This design comes from an exercise in tuning for small area, a short achievable clock period and few clock cycles on the open sky130 flow, not from production work.
RTL that was checked went through simulation tests only; none was proved equivalent to the original.
The RTL of run 1 was laid out without a check of its function.

## flow/design.v (module list and top-level ports; edited modules follow where they fit)
// module fp_booth_enc: 18 lines
// module fp_mult: 23 lines
// module booth_mul: 1003 lines
// module fp_add_exp: 36 lines
// module fp_add_core: 25 lines
// module matrix_vector_mul_fp: 103 lines
module matrix_vector_mul_fp #(
    parameter int M = 2,
    parameter int N = 4
)(
    input  logic              clk,
    input  logic              rst,
    input  logic              start,
    input  logic [M*N*32-1:0] matrix,
    input  logic [N*32-1:0]   vector,
    output logic [M*32-1:0]   result,
    output logic              done
);
  // ...
==> flow/run.sh <==
#!/bin/bash
# synth_recipe.tcl (not shown) runs the flow's synth.tcl, then flattens the netlist and writes it again
# the make line also repeats each setting of config.mk as NAME=value (left out here)
make -C /OpenROAD-flow-scripts/flow DESIGN_CONFIG=/design/flow/config.mk WORK_HOME=/design/flow/orfs CLKGATE_MAP_FILE= SYNTH_SCRIPT=/design/flow/synth_recipe.tcl finish
==> flow/config.mk <==
export PLATFORM = sky130hd
export DESIGN_NAME = matrix_vector_mul_fp
export DESIGN_NICKNAME = matrix_vector_mul_fp
export VERILOG_FILES = /design/flow/design.v
export SDC_FILE = /design/flow/constraint.sdc
export NUM_CORES = 8
export LEC_CHECK = 0
export CAP_MARGIN = 20
export CORE_MARGIN = 2
export CORE_UTILIZATION = 40
export SLEW_MARGIN = 20
==> flow/constraint.sdc <==
create_clock -name core_clock -period 30.0 [get_ports {clk}]
set_input_delay 6.0000 -clock core_clock [delete_from_list [all_inputs] [get_ports {clk}]]
set_output_delay 6.0000 -clock core_clock [all_outputs]
set_load 0.01 [all_outputs]
==> qor.yml, run 1 <==
status: "no timing/DRC/antenna violations"
postSynthAreaPerCell_um2: 7.02
synth_top_family_by_area: "compound AO/OA/AOI/OAI gates"
antenna_found_initial: 83
synth_seq_area_share: 0.0246
worst-path-max-fanout: 53
use_met3: 0.0879
core-area_um2: 537000
wirelength_um: 996000
ys_top_cells_by_area: "fa_1 (20%), ha_1 (7.6%), a21oi_1 (7.4%), o21ai_0 (6.0%), inv_1 (5.1%)"
setup-tns-final_ps: 0
ctsHoldBuffers: 0
overflow: 0
period_minus_slack_ps: 24320
nonClockBufferCount: 1227
drv_slew: 0
pre_cts_slack_ps: 6490
hold_violations: 0
crit_end: "result[29]"
cp.depth: 67
end_kind: "output port"
cts_root_buf: "clkbuf_16"
synth-async-reset-ratio: 0.00377
critPathKind: "reg -> out"
finish.utilization: 0.416
grt_pass1_vias: 224000
ys_ff_latch: 265
place.gp.congestion: 1.01
==> module fp_mult, before the edit <==
module fp_mult (
    input  logic [31:0] a,
    input  logic [7:0]  eb,
    input  logic        sb,
    input  logic [12:0] bo,
    input  logic [12:0] bt,
    input  logic [12:0] bn,
    input  logic        bz,
    output logic        sign,
    output logic [7:0]  ebase,
    output logic [24:0] p
);
    logic [47:0] s0, s1, prod;
    booth_mul u_mul (
        .a({a[30:23] != 8'd0, a[22:0]}),
        .bo(bo), .bt(bt), .bn(bn), .bz(bz),
        .s0(s0), .s1(s1)
    );
    assign prod  = s0 + s1;
    assign p     = prod[47:23];
    assign ebase = a[30:23] + eb - 8'd127;
    assign sign  = a[31] ^ sb;
endmodule
==> module fp_add_exp, before the edit <==
module fp_add_exp (
    input  logic [7:0] ba,
    input  logic       ca,
    input  logic [7:0] bb,
    input  logic       cb,
    output logic       gt,      
    output logic       eq,      
    output logic [4:0] d,       
    output logic       dz,      
    output logic [7:0] emax
);
    logic [3:0] gt_v, eq_v, dz_v;
    logic [4:0] d_v [4];
    logic [7:0] emax_v [4];
    genvar k;
    generate
        for (k = 0; k < 4; k++) begin: V
            logic [7:0] ea, eb;
            logic [8:0] dab, dba;
            assign ea = ba + ((k & 2) != 0 ? 8'd1 : 8'd0);
            assign eb = bb + ((k & 1) != 0 ? 8'd1 : 8'd0);
            assign dab = {1'b0, ea} - {1'b0, eb};
            assign dba = {1'b0, eb} - {1'b0, ea};
            assign gt_v[k]   = dba[8];
            assign eq_v[k]   = (ea == eb);
            assign d_v[k]    = dba[8] ? dab[4:0] : dba[4:0];
            assign dz_v[k]   = dba[8] ? (dab[7:0] >= 8'd24) : (dba[7:0] >= 8'd24);
            assign emax_v[k] = dba[8] ? ea : eb;
        end
    endgenerate
    assign gt   = gt_v[{ca, cb}];
    assign eq   = eq_v[{ca, cb}];
    assign d    = d_v[{ca, cb}];
    assign dz   = dz_v[{ca, cb}];
    assign emax = emax_v[{ca, cb}];
endmodule
==> module matrix_vector_mul_fp, before the edit <==
module matrix_vector_mul_fp #(
    parameter int M = 2,
    parameter int N = 4
)(
    input  logic              clk,
    input  logic              rst,
    input  logic              start,
    input  logic [M*N*32-1:0] matrix,
    input  logic [N*32-1:0]   vector,
    output logic [M*32-1:0]   result,
    output logic              done
);
    genvar i, j;
    logic [12:0] bo [N], bt [N], bn [N];
    logic        bz [N];
    generate
        for (j = 0; j < N; j++) begin: ENC
            fp_booth_enc u_enc (
                .b({vector[j*32+23 +: 8] != 8'd0, vector[j*32 +: 23]}),
                .bo(bo[j]), .bt(bt[j]), .bn(bn[j]), .bz(bz[j])
            );
        end
    endgenerate
    generate
        for (i = 0; i < M; i++) begin: ROW
            logic        ps [N];
            logic [7:0]  pe [N];      
            logic [24:0] pp [N];      
            logic [7:0]  ee [N];      
            logic [23:0] pm [N];      
            for (j = 0; j < N; j++) begin: COL
                fp_mult u_mul (
                    .a(matrix[(i*N+j)*32 +: 32]),
                    .eb(vector[j*32+23 +: 8]), .sb(vector[j*32+31]),
                    .bo(bo[j]), .bt(bt[j]), .bn(bn[j]), .bz(bz[j]),
                    .sign(ps[j]), .ebase(pe[j]), .p(pp[j])
                );
                assign ee[j] = pe[j] + {7'd0, pp[j][24]};
                assign pm[j] = {ee[j] != 8'd0, pp[j][24] ? pp[j][23:1] : pp[j][22:0]};
            end
            logic       gt1 [2], eq1 [2], dz1 [2];
            logic [4:0] d1 [2];
            logic [7:0] em1 [2];
            for (j = 0; j < 2; j++) begin: X1
                fp_add_exp u_exp (
                    .ba(pe[2*j]), .ca(pp[2*j][24]),
                    .bb(pe[2*j+1]), .cb(pp[2*j+1][24]),
                    .gt(gt1[j]), .eq(eq1[j]), .d(d1[j]), .dz(dz1[j]), .emax(em1[j])
                );
            end
            logic        q_sa [2], q_sb [2], q_gt [2], q_eq [2], q_dz [2];
            logic [23:0] q_ma [2], q_mb [2];
            logic [4:0]  q_d [2];
            logic [7:0]  q_em [2];
            for (j = 0; j < 2; j++) begin: Q
                always_ff @(posedge clk) begin
                    q_sa[j] <= ps[2*j];
                    q_sb[j] <= ps[2*j+1];
                    q_ma[j] <= pm[2*j];
                    q_mb[j] <= pm[2*j+1];
                    q_gt[j] <= gt1[j];
                    q_eq[j] <= eq1[j];
                    q_d[j]  <= d1[j];
                    q_dz[j] <= dz1[j];
                    q_em[j] <= em1[j];
                end
            end
            logic        s1s [2];
            logic [24:0] s1 [2];
            logic [7:0]  e1 [2];
            logic [23:0] m1 [2];
            for (j = 0; j < 2; j++) begin: A1
                fp_add_core u_add (
                    .sa(q_sa[j]), .ma(q_ma[j]), .sb(q_sb[j]), .mb(q_mb[j]),
                    .gt(q_gt[j]), .eq(q_eq[j]), .d(q_d[j]), .dz(q_dz[j]),
                    .sign(s1s[j]), .s(s1[j])
                );
                assign e1[j] = q_em[j] + {7'd0, s1[j][24]};
                assign m1[j] = {e1[j] != 8'd0, s1[j][24] ? s1[j][23:1] : s1[j][22:0]};
            end
            logic       gt2, eq2, dz2;
            logic [4:0] d2;
            logic [7:0] em2;
            fp_add_exp u_exp2 (
                .ba(q_em[0]), .ca(s1[0][24]), .bb(q_em[1]), .cb(s1[1][24]),
                .gt(gt2), .eq(eq2), .d(d2), .dz(dz2), .emax(em2)
            );
            logic        s2s;
            logic [24:0] s2;
            fp_add_core u_add2 (
                .sa(s1s[0]), .ma(m1[0]), .sb(s1s[1]), .mb(m1[1]),
                .gt(gt2), .eq(eq2), .d(d2), .dz(dz2),
                .sign(s2s), .s(s2)
            );
            assign result[i*32 +: 32] = {s2s, em2 + {7'd0, s2[24]},
                                         s2[24] ? s2[23:1] : s2[22:0]};
        end
    endgenerate
    always_ff @(posedge clk or posedge rst) begin
        if (rst) done <= 1'b0;
        else     done <= start;
    end
endmodule
==> run 2: changes to the inputs <==
--- a/flow/design.v
+++ b/flow/design.v
@@ -17,4 +17,13 @@
     assign bz = b[23];
 endmodule
+module fp_cpa48 (
+    input  logic [47:0] s0,
+    input  logic [47:0] s1,
+    output logic [24:0] p
+);
+    logic [47:0] sum;
+    assign sum = s0 + s1;
+    assign p   = sum[47:23];
+endmodule
 module fp_mult (
     input  logic [31:0] a,
@@ -29,5 +38,5 @@
     output logic [24:0] p
 );
-    logic [47:0] s0, s1, prod;
+    logic [47:0] s0, s1;
     booth_mul u_mul (
         .a({a[30:23] != 8'd0, a[22:0]}),
@@ -35,6 +44,5 @@
         .s0(s0), .s1(s1)
     );
-    assign prod  = s0 + s1;
-    assign p     = prod[47:23];
+    fp_cpa48 u_cpa (.s0(s0), .s1(s1), .p(p));
     assign ebase = a[30:23] + eb - 8'd127;
     assign sign  = a[31] ^ sb;
@@ -1048,59 +1056,225 @@
     input  logic [7:0] bb,
     input  logic       cb,
-    output logic       gt,      
-    output logic       eq,      
-    output logic [4:0] d,       
-    output logic       dz,      
+    output logic       gt,
+    output logic       eq,
+    output logic [4:0] d,
+    output logic       dz,
     output logic [7:0] emax
 );
-    logic [3:0] gt_v, eq_v, dz_v;
-    logic [4:0] d_v [4];
-    logic [7:0] emax_v [4];
-    genvar k;
-    generate
-        for (k = 0; k < 4; k++) begin: V
-            logic [7:0] ea, eb;
-            logic [8:0] dab, dba;
-            assign ea = ba + ((k & 2) != 0 ? 8'd1 : 8'd0);
-            assign eb = bb + ((k & 1) != 0 ? 8'd1 : 8'd0);
-            assign dab = {1'b0, ea} - {1'b0, eb};
-            assign dba = {1'b0, eb} - {1'b0, ea};
-            assign gt_v[k]   = dba[8];
-            assign eq_v[k]   = (ea == eb);
-            assign d_v[k]    = dba[8] ? dab[4:0] : dba[4:0];
-            assign dz_v[k]   = dba[8] ? (dab[7:0] >= 8'd24) : (dba[7:0] >= 8'd24);
-            assign emax_v[k] = dba[8] ? ea : eb;
+    logic [8:0] x, y, xp, xm, yp, ym;
+    assign x  = {1'b0, ba} - {1'b0, bb};
+    assign y  = {1'b0, bb} - {1'b0, ba};
+    assign xp = x + 9'd1;
+    assign xm = x - 9'd1;
+    assign yp = y + 9'd1;
+    assign ym = y - 9'd1;
+    logic xneg, xz, xm1, xp1, xge2;
+    assign xneg = x[8];
+    assign xz   = (x == 9'd0);
+    assign xm1  = (x == 9'h1FF);    
+    assign xp1  = (x == 9'd1);
+    assign xge2 = ~xneg & ~xz & ~xp1;
+    logic [8:0] a0, a1, a2;
+    logic gt0, gt1, gt2, eq0, eq1, eq2;
+    assign a0 = xneg ? y : x;          assign gt0 = ~xneg & ~xz;  assign eq0 = xz;
+    assign a1 = xneg ? ym : xp;        assign gt1 = ~xneg;        assign eq1 = xm1;
+    assign a2 = (xneg | xz) ? yp : xm; assign gt2 = xge2;         assign eq2 = xp1;
+    logic [7:0] bai, bbi;
+    assign bai = ba + 8'd1;
+    assign bbi = bb + 8'd1;
+    logic wa, wb;
+    assign wa = ca & (ba == 8'hFF);
+    assign wb = cb & (bb == 8'hFF);
+    logic [7:0] ea, eb;
+    assign ea = ca ? bai : ba;
+    assign eb = cb ? bbi : bb;
+    logic [8:0] ad;
+    logic gtn, eqn;
+    always_comb begin
+        case ({ca, cb})
+            2'b10:   begin ad = a1; gtn = gt1; eqn = eq1; end
+            2'b01:   begin ad = a2; gtn = gt2; eqn = eq2; end
+            default: begin ad = a0; gtn = gt0; eqn = eq0; end
+        endcase
+        if (wa | wb) begin
+            gt = ~wa & (ea != 8'd0);
+            eq = (ea == eb);
+            ad = {1'b0, wa ? eb : ea};
+        end else begin
+            gt = gtn;
+            eq = eqn;
         end
-    endgenerate
-    assign gt   = gt_v[{ca, cb}];
-    assign eq   = eq_v[{ca, cb}];
-    assign d    = d_v[{ca, cb}];
-    assign dz   = dz_v[{ca, cb}];
-    assign emax = emax_v[{ca, cb}];
+    end
+    assign d    = ad[4:0];
+    assign dz   = (ad >= 9'd24);
+    assign emax = gt ? ea : eb;
 endmodule
-module fp_add_core (
-    input  logic        sa,
+module fp_add_exp_ser (
+    input  logic [7:0] ba, input logic ca, input logic [7:0] bb, input logic cb,
+    output logic gt, output logic eq, output logic [4:0] d, output logic dz, output logic [7:0] emax);
+    logic [7:0] ea, eb; logic [8:0] dab, dba;
+    assign ea = ba + {7'd0, ca};
+    assign eb = bb + {7'd0, cb};
+    assign dab = {1'b0, ea} - {1'b0, eb};
+    assign dba = {1'b0, eb} - {1'b0, ea};
+    assign gt = dba[8];
+    assign eq = (ea == eb);
+    assign d  = dba[8] ? dab[4:0] : dba[4:0];
+    assign dz = dba[8] ? (dab[7:0] >= 8'd24) : (dba[7:0] >= 8'd24);
+    assign emax = dba[8] ? ea : eb;
+endmodule
+module fp_norm (
+    input  logic [7:0]  e,
+    input  logic [24:0] p,
+    output logic [23:0] m
+);
+    assign m = {p[24] ? (e != 8'hFF) : (e != 8'h00), p[24] ? p[23:1] : p[22:0]};
+endmodule
+module fp_mcmp (
+    input  logic [23:0] ma,
+    input  logic [23:0] mb,
+    output logic        gt
+);
+    assign gt = ma > mb;
+endmodule
+module fp_sub24 (
     input  logic [23:0] ma,
-    input  logic        sb,
     input  logic [23:0] mb,
-    input  logic        gt,
-    input  logic        eq,
+    output logic [24:0] s
+);
+    assign s = {1'b0, ma} - {1'b0, mb};
+endmodule
+module fp_add_order (
+    input  logic        sa,
+    input  logic [7:0]  ea,
+    input  logic [24:0] pa,
+    input  logic        sb,
+    input  logic [7:0]  eb,
+    input  logic [24:0] pb,
+    output logic        sbig,
+    output logic        sub,
+    output logic [23:0] big,
+    output logic [23:0] shc,
+    output logic [2:0]  df,
+    output logic [7:0]  emax
+);
+    logic [23:0] ma, mb, sml;
+    logic        gt, eq, mgt, swap, dz;
+    logic [4:0]  d;
+    fp_norm u_na (.e(ea), .p(pa), .m(ma));
+    fp_norm u_nb (.e(eb), .p(pb), .m(mb));
+    fp_add_exp_ser u_exp (
+        .ba(ea), .ca(pa[24]), .bb(eb), .cb(pb[24]),
+        .gt(gt), .eq(eq), .d(d), .dz(dz), .emax(emax)
+    );
+    fp_mcmp u_cmp (.ma(ma), .mb(mb), .gt(mgt));
+    assign swap = gt | (eq & mgt);
+    assign big  = swap ? ma : mb;
+    assign sml  = swap ? mb : ma;
+    assign sbig = swap ? sa : sb;
+    assign sub  = sa ^ sb;
+    fp_shift_coarse u_shc (.m(sml), .sub(sub), .d(d[4:3]), .dz(dz), .y(shc));
+    assign df   = d[2:0];
+endmodule
+module fp_shift_coarse (
+    input  logic [23:0] m,
+    input  logic        sub,
+    input  logic [1:0]  d,
+    input  logic        dz,
+    output logic [23:0] y
+);
+    logic [23:0] x;
+    assign x = m ^ {24{sub}};
+    always_comb begin
+        case (d)
+            2'd0:    y = x;
+            2'd1:    y = {{8{sub}}, x[23:8]};
+            default: y = {{16{sub}}, x[23:16]};
+        endcase
+        if (dz) y = {24{sub}};
+    end
+endmodule
+module fp_shift_fill (
+    input  logic [23:0] m,
+    input  logic        f,
     input  logic [4:0]  d,
     input  logic        dz,
-    output logic        sign,
+    output logic [23:0] y
+);
+    logic [47:0] x;
+    assign x = {{24{f}}, m} >> d;
+    assign y = dz ? {24{f}} : x[23:0];
+endmodule
+module fp_shift_fine (
+    input  logic [23:0] m,
+    input  logic        sub,
+    input  logic [2:0]  d,
+    output logic [23:0] y
+);
+    logic [31:0] x;
+    assign x = {{8{sub}}, m} >> d;
+    assign y = x[23:0];
+endmodule
+module fp_add25 (
+    input  logic [24:0] a,
+    input  logic [24:0] b,
+    input  logic        c,
+    output logic [24:0] s
+);
+    logic [25:0] t;
+    assign t = {a, 1'b1} + {b, c};
+    assign s = t[25:1];
+endmodule
+module fp_add_finish (
+    input  logic [23:0] big,
+    input  logic [23:0] shc,
+    input  logic        sub,
+    input  logic [2:0]  df,
     output logic [24:0] s
 );
-    logic [23:0] big, sml, sh;
-    logic [24:0] far, near;
-    logic        same, sel_near;
-    assign big   = gt ? ma : mb;
-    assign sml = gt ? mb : ma;
-    assign sh    = dz ? 24'd0 : (sml >> d);
-    assign same  = (sa == sb);
-    assign far   = same ? ({1'b0, big} + {1'b0, sh}) : ({1'b0, big} - {1'b0, sh});
-    assign sel_near = eq & ~same & (ma > mb);
-    assign near  = {1'b0, ma} - {1'b0, mb};
-    assign s     = sel_near ? near : far;
-    assign sign  = sel_near ? sa : (gt ? sa : sb);
+    logic [23:0] sh;
+    fp_shift_fine u_sh (.m(shc), .sub(sub), .d(df), .y(sh));
+    fp_add25 u_add (.a({1'b0, big}), .b({sub, sh}), .c(sub), .s(s));
+endmodule
+module fp_add2 (
+    input  logic        sa,
+    input  logic [7:0]  ea,
+    input  logic [24:0] pa,
+    input  logic        sb,
+    input  logic [7:0]  eb,
+    input  logic [24:0] pb,
+    output logic [31:0] y
+);
+    logic [23:0] ma, mb, big, sha, shb, sh;
+    logic        gt, eq, dz, mgt, sub, sel_near, sign;
+    logic [4:0]  d;
+    logic [7:0]  emax;
+    logic [24:0] far, near, s;
+    fp_norm u_na (.e(ea), .p(pa), .m(ma));
+    fp_norm u_nb (.e(eb), .p(pb), .m(mb));
+    fp_add_exp u_exp (
+        .ba(ea), .ca(pa[24]), .bb(eb), .cb(pb[24]),
+        .gt(gt), .eq(eq), .d(d), .dz(dz), .emax(emax)
+    );
+    assign sub = sa ^ sb;
+    fp_shift_fill u_sha (.m(ma ^ {24{sub}}), .f(sub), .d(d), .dz(dz), .y(sha));
+    fp_shift_fill u_shb (.m(mb ^ {24{sub}}), .f(sub), .d(d), .dz(dz), .y(shb));
+    assign big = gt ? ma : mb;
+    assign sh  = gt ? shb : sha;
+    fp_add25 u_as (.a({1'b0, big}), .b({sub, sh}), .c(sub), .s(far));
+    fp_mcmp  u_cmp (.ma(ma), .mb(mb), .gt(mgt));
+    fp_sub24 u_near (.ma(ma), .mb(mb), .s(near));
+    assign sel_near = eq & sub & mgt;
+    assign s    = sel_near ? near : far;
+    assign sign = sel_near ? sa : (gt ? sa : sb);
+    fp_pack u_pack (.sign(sign), .e(emax), .s(s), .y(y));
+endmodule
+module fp_pack (
+    input  logic        sign,
+    input  logic [7:0]  e,
+    input  logic [24:0] s,
+    output logic [31:0] y
+);
+    assign y = {sign, s[24] ? e + 8'd1 : e, s[24] ? s[23:1] : s[22:0]};
 endmodule
 module matrix_vector_mul_fp #(
@@ -1132,6 +1306,4 @@
             logic [7:0]  pe [N];      
             logic [24:0] pp [N];      
-            logic [7:0]  ee [N];      
-            logic [23:0] pm [N];      
             for (j = 0; j < N; j++) begin: COL
                 fp_mult u_mul (
@@ -1141,63 +1313,41 @@
                     .sign(ps[j]), .ebase(pe[j]), .p(pp[j])
                 );
-                assign ee[j] = pe[j] + {7'd0, pp[j][24]};
-                assign pm[j] = {ee[j] != 8'd0, pp[j][24] ? pp[j][23:1] : pp[j][22:0]};
             end
-            logic       gt1 [2], eq1 [2], dz1 [2];
-            logic [4:0] d1 [2];
-            logic [7:0] em1 [2];
-            for (j = 0; j < 2; j++) begin: X1
-                fp_add_exp u_exp (
-                    .ba(pe[2*j]), .ca(pp[2*j][24]),
-                    .bb(pe[2*j+1]), .cb(pp[2*j+1][24]),
-                    .gt(gt1[j]), .eq(eq1[j]), .d(d1[j]), .dz(dz1[j]), .emax(em1[j])
-                );
-            end
-            logic        q_sa [2], q_sb [2], q_gt [2], q_eq [2], q_dz [2];
-            logic [23:0] q_ma [2], q_mb [2];
-            logic [4:0]  q_d [2];
+            logic        o_sbig [2], o_sub [2];
+            logic [23:0] o_big [2], o_shc [2];
+            logic [2:0]  o_d [2];
+            logic [7:0]  o_em [2];
+            logic        q_sbig [2], q_sub [2];
+            logic [23:0] q_big [2], q_shc [2];
+            logic [2:0]  q_d [2];
             logic [7:0]  q_em [2];
-            for (j = 0; j < 2; j++) begin: Q
+            for (j = 0; j < 2; j++) begin: A1
+                fp_add_order u_ord (
+                    .sa(ps[2*j]), .ea(pe[2*j]), .pa(pp[2*j]),
+                    .sb(ps[2*j+1]), .eb(pe[2*j+1]), .pb(pp[2*j+1]),
+                    .sbig(o_sbig[j]), .sub(o_sub[j]), .big(o_big[j]), .shc(o_shc[j]),
+                    .df(o_d[j]), .emax(o_em[j])
+                );
                 always_ff @(posedge clk) begin
-                    q_sa[j] <= ps[2*j];
-                    q_sb[j] <= ps[2*j+1];
-                    q_ma[j] <= pm[2*j];
-                    q_mb[j] <= pm[2*j+1];
-                    q_gt[j] <= gt1[j];
-                    q_eq[j] <= eq1[j];
-                    q_d[j]  <= d1[j];
-                    q_dz[j] <= dz1[j];
-                    q_em[j] <= em1[j];
+                    q_sbig[j] <= o_sbig[j];
+                    q_sub[j]  <= o_sub[j];
+                    q_big[j]  <= o_big[j];
+                    q_shc[j]  <= o_shc[j];
+                    q_d[j]    <= o_d[j];
+                    q_em[j]   <= o_em[j];
                 end
             end
-            logic        s1s [2];
             logic [24:0] s1 [2];
-            logic [7:0]  e1 [2];
-            logic [23:0] m1 [2];
-            for (j = 0; j < 2; j++) begin: A1
-                fp_add_core u_add (
-                    .sa(q_sa[j]), .ma(q_ma[j]), .sb(q_sb[j]), .mb(q_mb[j]),
-                    .gt(q_gt[j]), .eq(q_eq[j]), .d(q_d[j]), .dz(q_dz[j]),
-                    .sign(s1s[j]), .s(s1[j])
+            for (j = 0; j < 2; j++) begin: F1
+                fp_add_finish u_fin (
+                    .big(q_big[j]), .shc(q_shc[j]), .sub(q_sub[j]),
+                    .df(q_d[j]), .s(s1[j])
                 );
-                assign e1[j] = q_em[j] + {7'd0, s1[j][24]};
-                assign m1[j] = {e1[j] != 8'd0, s1[j][24] ? s1[j][23:1] : s1[j][22:0]};
             end
-            logic       gt2, eq2, dz2;
-            logic [4:0] d2;
-            logic [7:0] em2;
-            fp_add_exp u_exp2 (
-                .ba(q_em[0]), .ca(s1[0][24]), .bb(q_em[1]), .cb(s1[1][24]),
-                .gt(gt2), .eq(eq2), .d(d2), .dz(dz2), .emax(em2)
-            );
-            logic        s2s;
-            logic [24:0] s2;
-            fp_add_core u_add2 (
-                .sa(s1s[0]), .ma(m1[0]), .sb(s1s[1]), .mb(m1[1]),
-                .gt(gt2), .eq(eq2), .d(d2), .dz(dz2),
-                .sign(s2s), .s(s2)
+            fp_add2 u_add2 (
+                .sa(q_sbig[0]), .ea(q_em[0]), .pa(s1[0]),
+                .sb(q_sbig[1]), .eb(q_em[1]), .pb(s1[1]),
+                .y(result[i*32 +: 32])
             );
-            assign result[i*32 +: 32] = {s2s, em2 + {7'd0, s2[24]},
-                                         s2[24] ? s2[23:1] : s2[22:0]};
         end
     endgenerate
--- a/flow/config.mk
+++ b/flow/config.mk
@@ -10,2 +10,3 @@
 export CORE_UTILIZATION = 40
 export SLEW_MARGIN = 20
+export SYNTH_HIERARCHICAL = 1
==> run 2 against run 1 <==
  * Global-route usage down 6.6 points
  * Routed wire length down 35%
  * Critical path depth down 27
  * First-iteration DRC count down 54%
  * Highest routed layer unchanged
  * Still clean
  * Largest cell class unchanged
==> qor.yml, run 2 <==
drive_gt1_frac: 0.0943
via_per_inst: 6.03
postSynthAreaPerCell_um2: 8.69  # +24%
ctsHoldBuffers: 0  # unchanged
cts_buffer_depth: 3
period_minus_slack_ps: 19780  # -4550 ps
setup_violations: 0
place.gp.congestion: 0.961  # -4.4%
fp.dieW_um: 673
status: "no timing/DRC/antenna violations"
start_util: 0.402
nNetsFinal: 22700
dp_hpwl_um: 467000
ant_nets: 0
firstDrtPassIters: 9
die_area_um2: 453000
vias: 151000
critPathKind: "reg -> out"
final_common_cell: "inv_1"
post_cts_buffers: 0
port_buffers: 451
largestRegisters: "ROW.q_big: 96 flops, ROW.q_shc: 96 flops, ROW.q_em: 32 flops"
hold_path.class: "in -> async"
crit_top_cell: "a21oi_1"
arrival_ps: 13780
min_period_over_period: 0.659
max_stage_delay_ps: 940
drc: 0
cp.required_ps: 24000
slew_headroom: 0.159
overflow: 0  # unchanged
track_usage: 0.279
netlist_area_um2: 179000
worst_pin_slew_ps: 1230
most-common-layout-cells: "inv_1 (2571), a22oi_1 (2236), xnor2_1 (2229), fa_1 (2124), ha_1 (1104)"
cts_root_buf: "clkbuf_16"
grt_pass1_vias: 154000  # -31%
hold_violations: 0  # unchanged
die_h_um: 673
cts_tree: "yes"
ios: 452
setup-tns-final_ps: 0  # unchanged
yosysWarnings: 58
cap_violations: 0
syn_inst: 20600
antenna_found_initial: 47  # -43%
clk_pin_slew_worst_paths_ps: 90
fmax_ghz: 0.0506
cts-resized-gates: 0
end_kind: "output port"
grt_max_degree: 58
worst-path-max-fanout: 51  # -3.8%
rows: 245
routedWlPerCell_um: 26.0
critPathLaunchType: "flip-flop"
core-area_um2: 445000  # -17%
syn2layout_area_growth_pct: 1.20
drv_slew: 0  # unchanged
drt_iter0_drc: 16400
grt_pass1_wl_um: 981000
rsz0062_at_grt: "false"
wirelength_um: 651000  # -35%
cts_buffers: 28
cp_slowest_cell: "dfxtp_1"
htreeDepth: 1
clock-sinks: 245
-- run 2: worst paths after layout --
path / start / to / cells after the start
min in group core_clock: start / done / 1
setup / recovery: ROW[1].q_d[0][0] / result[62] / 40
max in group asynchronous: rst / done / 2
hold / removal: rst / done / 2
-- run 2: metrics by stage --
| step | utilization | cell area, µm² | hold WS, ps | instances | setup slack (ps) |
|---|---|---|---|---|---|
| floorplan | - | 179000 | 5730 | 20600 | 14230 |
| global placement | 0.404 | 180000 | 6140 | 25000 | 10920 |
| detailed placement | 0.404 | 180000 | 6150 | 25000 | 11040 |
| CTS | 0.406 | 181000 | 5480 | 25000 | 10350 |
| global route | 0.407 | 181000 | 5490 | 25100 | 9380 |
| finish | 0.407 | 181000 | 5500 | 25100 | 10220 |
-- run 2: critical path: cells and delay by family, from the launching register on --
family / cells / cell delay (ps)
compound gates: 20 / 5000
simple gates: 10 / 3110
buf+inv: 4 / 1790
mux: 3 / 1500
flops: 1 / 940
fa+ha+maj: 2 / 570
xor+xnor: 1 / 190
-- run 2: routing by layer --
| metal | vias to the layer above | global-route usage | wire length (µm) |
|---|---|---|---|
| li1 | 66400 | - | - |
| met1 | 74900 | 0.370 | 265000 |
| met2 | 8274 | 0.444 | 291000 |
| met3 | 1657 | 0.0460 | 60000 |
| met4 | 16 | 0.127 | 34000 |
| met5 | - | 0.000744 | 103 |
-- run 2: layout make-up --
cell class	count	area, µm²
fill	44700	264000
antenna	36	90.1
clock buffer	33	761
inverter	2611	9810
timing repair buffer	865	7280
clock inverter	19	280
tap	5928	7420
multi-input combinational	15300	151000
sequential	245	4910
Testbench counts of run 2, summed over its fixed seeds: cycles 32,000.
==> run 3: changes to the inputs <==
==> flow/flow/run.sh (new file) <==
#!/bin/bash
# The standard layout, with the buffers of synthesis removed at floorplan
# (the resizer buffers the nets again, with placement known), timing repair
# aiming for 16 ns of setup slack, and buf_4 cells as the port buffers.
# make's output goes to standard.log, each step's tool output to the ORFS
# logs under orfs/logs.
bash standard.sh REMOVE_ABC_BUFFERS=1 SETUP_SLACK_MARGIN=16 BUFFER_PORTS_ARGS="-buffer_cell sky130_fd_sc_hd__buf_4" finish > standard.log 2>&1
==> flow/standard.sh (new file) <==
#!/bin/bash
# synth_recipe.tcl (not shown) runs the flow's synth.tcl, then flattens the netlist and writes it again
# the make line also repeats each setting of config.mk as NAME=value (left out here)
make -C /OpenROAD-flow-scripts/flow DESIGN_CONFIG=/design/flow/config.mk WORK_HOME=/design/flow/orfs CLKGATE_MAP_FILE= SYNTH_SCRIPT=/design/flow/synth_recipe.tcl "${@:-finish}"
removed: flow/run.sh
==> run 3 against run 2 <==
  * Fmax is 27% higher
  * Cell count increased by 3.6%
  * First-iteration DRC count rose by 13%
  * Largest cell class unchanged
==> qor.yml, run 3 <==
status: "no timing/DRC/antenna violations"
firstDrtPassIters: 10  # +1
cts_tree: "yes"
clock-sinks: 245  # unchanged
rows: 245  # unchanged
grt_pass1_wl_um: 1050000  # +6.8%
startpoint: "ROW[1].q_d[0][0]"
fmax_ghz: 0.0644  # +27%
arrival_ps: 9530  # -4250 ps
overflow: 0  # unchanged
ant_nets: 0  # unchanged
max_stage_delay_ps: 490  # -450 ps
syn_inst: 20600  # unchanged
drc: 0  # unchanged
yosysWarnings: 58  # unchanged
ctsHoldBuffers: 0  # unchanged
slew_headroom: 0.153  # -0.00524
finish.utilization: 0.458  # +0.0511
clk_pin_slew_worst_paths_ps: 90  # about the same
track_usage: 0.300  # +0.0205
cap_violations: 0  # unchanged
cp_slowest_cell: "a2111o_1"
nNetsFinal: 23600  # +4.1%
htreeDepth: 1  # unchanged
setup_violations: 0  # unchanged
grt_max_degree: 58  # unchanged
ios: 452  # unchanged
die_h_um: 673  # unchanged
via_per_inst: 6.18  # +2.5%
wirelength_um: 707000  # +8.7%
fillers: 41900  # -6.3%
worst-path-max-fanout: 7  # -86%
vias: 161000  # +6.2%
start_util: 0.402  # unchanged
antenna_found_initial: 26  # -45%
cp.required_ps: 24000  # about the same
setup-tns-final_ps: 0  # unchanged
min_period_over_period: 0.518  # -0.141
largestRegisters: "ROW.q_big: 96 flops, ROW.q_shc: 96 flops, ROW.q_em: 32 flops"
cts_root_buf: "clkbuf_16"
rsz0062_at_grt: "true"
dp_hpwl_um: 451000  # -3.4%
hold_path.class: "in -> async"
end_kind: "output port"
critPathKind: "reg -> out"
most-common-layout-cells: "inv_1 (2513), a22oi_1 (2198), xnor2_1 (2176), fa_1 (2053), buf_4 (1053)"
drt_iter0_drc: 18500  # +13%
port_buffers: 451  # unchanged
cts_buffers: 30  # +7.1%
critPathLaunchType: "flip-flop"
core-area_um2: 445000  # unchanged
syn2layout_area_growth_pct: 13.9
cts_buffer_depth: 3  # unchanged
drive_gt1_frac: 0.205  # +0.111
period_minus_slack_ps: 15530  # -4240 ps
routedWlPerCell_um: 27.2  # +4.9%
worst_pin_slew_ps: 1260  # +33.9 ps
grt_pass1_vias: 163000  # +6.0%
netlist_area_um2: 179000  # unchanged
fp.dieW_um: 673  # unchanged
die_area_um2: 453000  # unchanged
drv_slew: 0  # unchanged
postSynthAreaPerCell_um2: 8.69  # unchanged
hold_violations: 0  # unchanged
place.gp.congestion: 0.946  # -1.6%
final_common_cell: "inv_1"
run 3: cell type report:
class,instances,area [µm²],area share
flip-flops and latches,245,4950,0.0243
diodes,22,55.1,0.000270
multi-input cells,15300,159000,0.778
clock inverters,19,238,0.00117
repair buffers,1769,21800,0.107
well taps,5928,7420,0.0364
inverters,2611,9930,0.0487
clock buffers,36,825,0.00404
run 3: worst paths after layout:
kind	endpoint	slack [ps]	cells past startpoint
setup / recovery	result[62]	14470	42
hold / removal	done	5160	2
max in group asynchronous	done	24760	2
min in group core_clock	done	5440	1
run 3: what timing repair did:
item,CTS,global route
endpoints found under the setup margin,302,298
cloned,198,4
setup buffers,738,152
pin swaps,566,282
resized for setup,2111,560
run 3: worst max-delay path, delay by kind of cell (launching register included):
kind,cells,cell delay [ps]
AOI/OAI and AO/OA,19,3920
xor gates and xnor gates,1,220
buffers and inverters,7,1170
DFF,1,440
muxes,3,770
adders and majority gates,2,470
and+or+nand+nor,10,1880
run 3: layer usage:
metal / GRT usage / routed length, µm / vias to the layer above
met3: 0.0821 / 82800 / 2571
met2: 0.461 / 306000 / 10300
met4: 0.161 / 47300 / 10
met1: 0.381 / 271000 / 79300
li1: - / - / 68400
met5: 0 / 92 / -
run 3: stage by stage:
stage | hold WS (ps) | cell area [µm²] | worst slack [ps] | std cells
CTS | 5150 | 200000 | 14720 | 25800
global route | 5160 | 204000 | 14210 | 26000
global placement | 5840 | 178000 | 11520 | 24800
floorplan | 5730 | 163000 | 5050 | 18200
detailed placement | 5850 | 178000 | 11430 | 24800
finish | 5160 | 204000 | 14470 | 26000

==> afterwards: timing with drivers on the ports <==
How much do the figures lean on ideal ports? The routed layouts below were timed once more, with nothing changed but the port constraints. Step 1, drivers: a clkbuf_16 drives clk and a buf_2 each remaining input, both assumed. Step 2 also shifts input and output timing later by t, the mid clock arrival at the registers, as if the neighbouring blocks saw the same clock. Three values: no drivers, after step 1, after step 2; two values: the first two.
| run | t (ns) | setup WS [ns] | worst register clock-pin slew, ns |
|---|---|---|---|
| run 1 | 0.715 | 5.675 / 5.584 / 6.299 | 0.09 / 0.09 |
| run 2 | 0.698 | 10.224 / 10.129 / 10.826 | 0.09 / 0.09 |
| run 3 | 0.732 | 14.469 / 14.362 / 14.066 | 0.09 / 0.09 |
After both steps setup and hold are still met in every run listed. For run 3, which loses most, drivers alone change the setup slack by -0.107 ns; drivers and shift together by -0.403 ns.
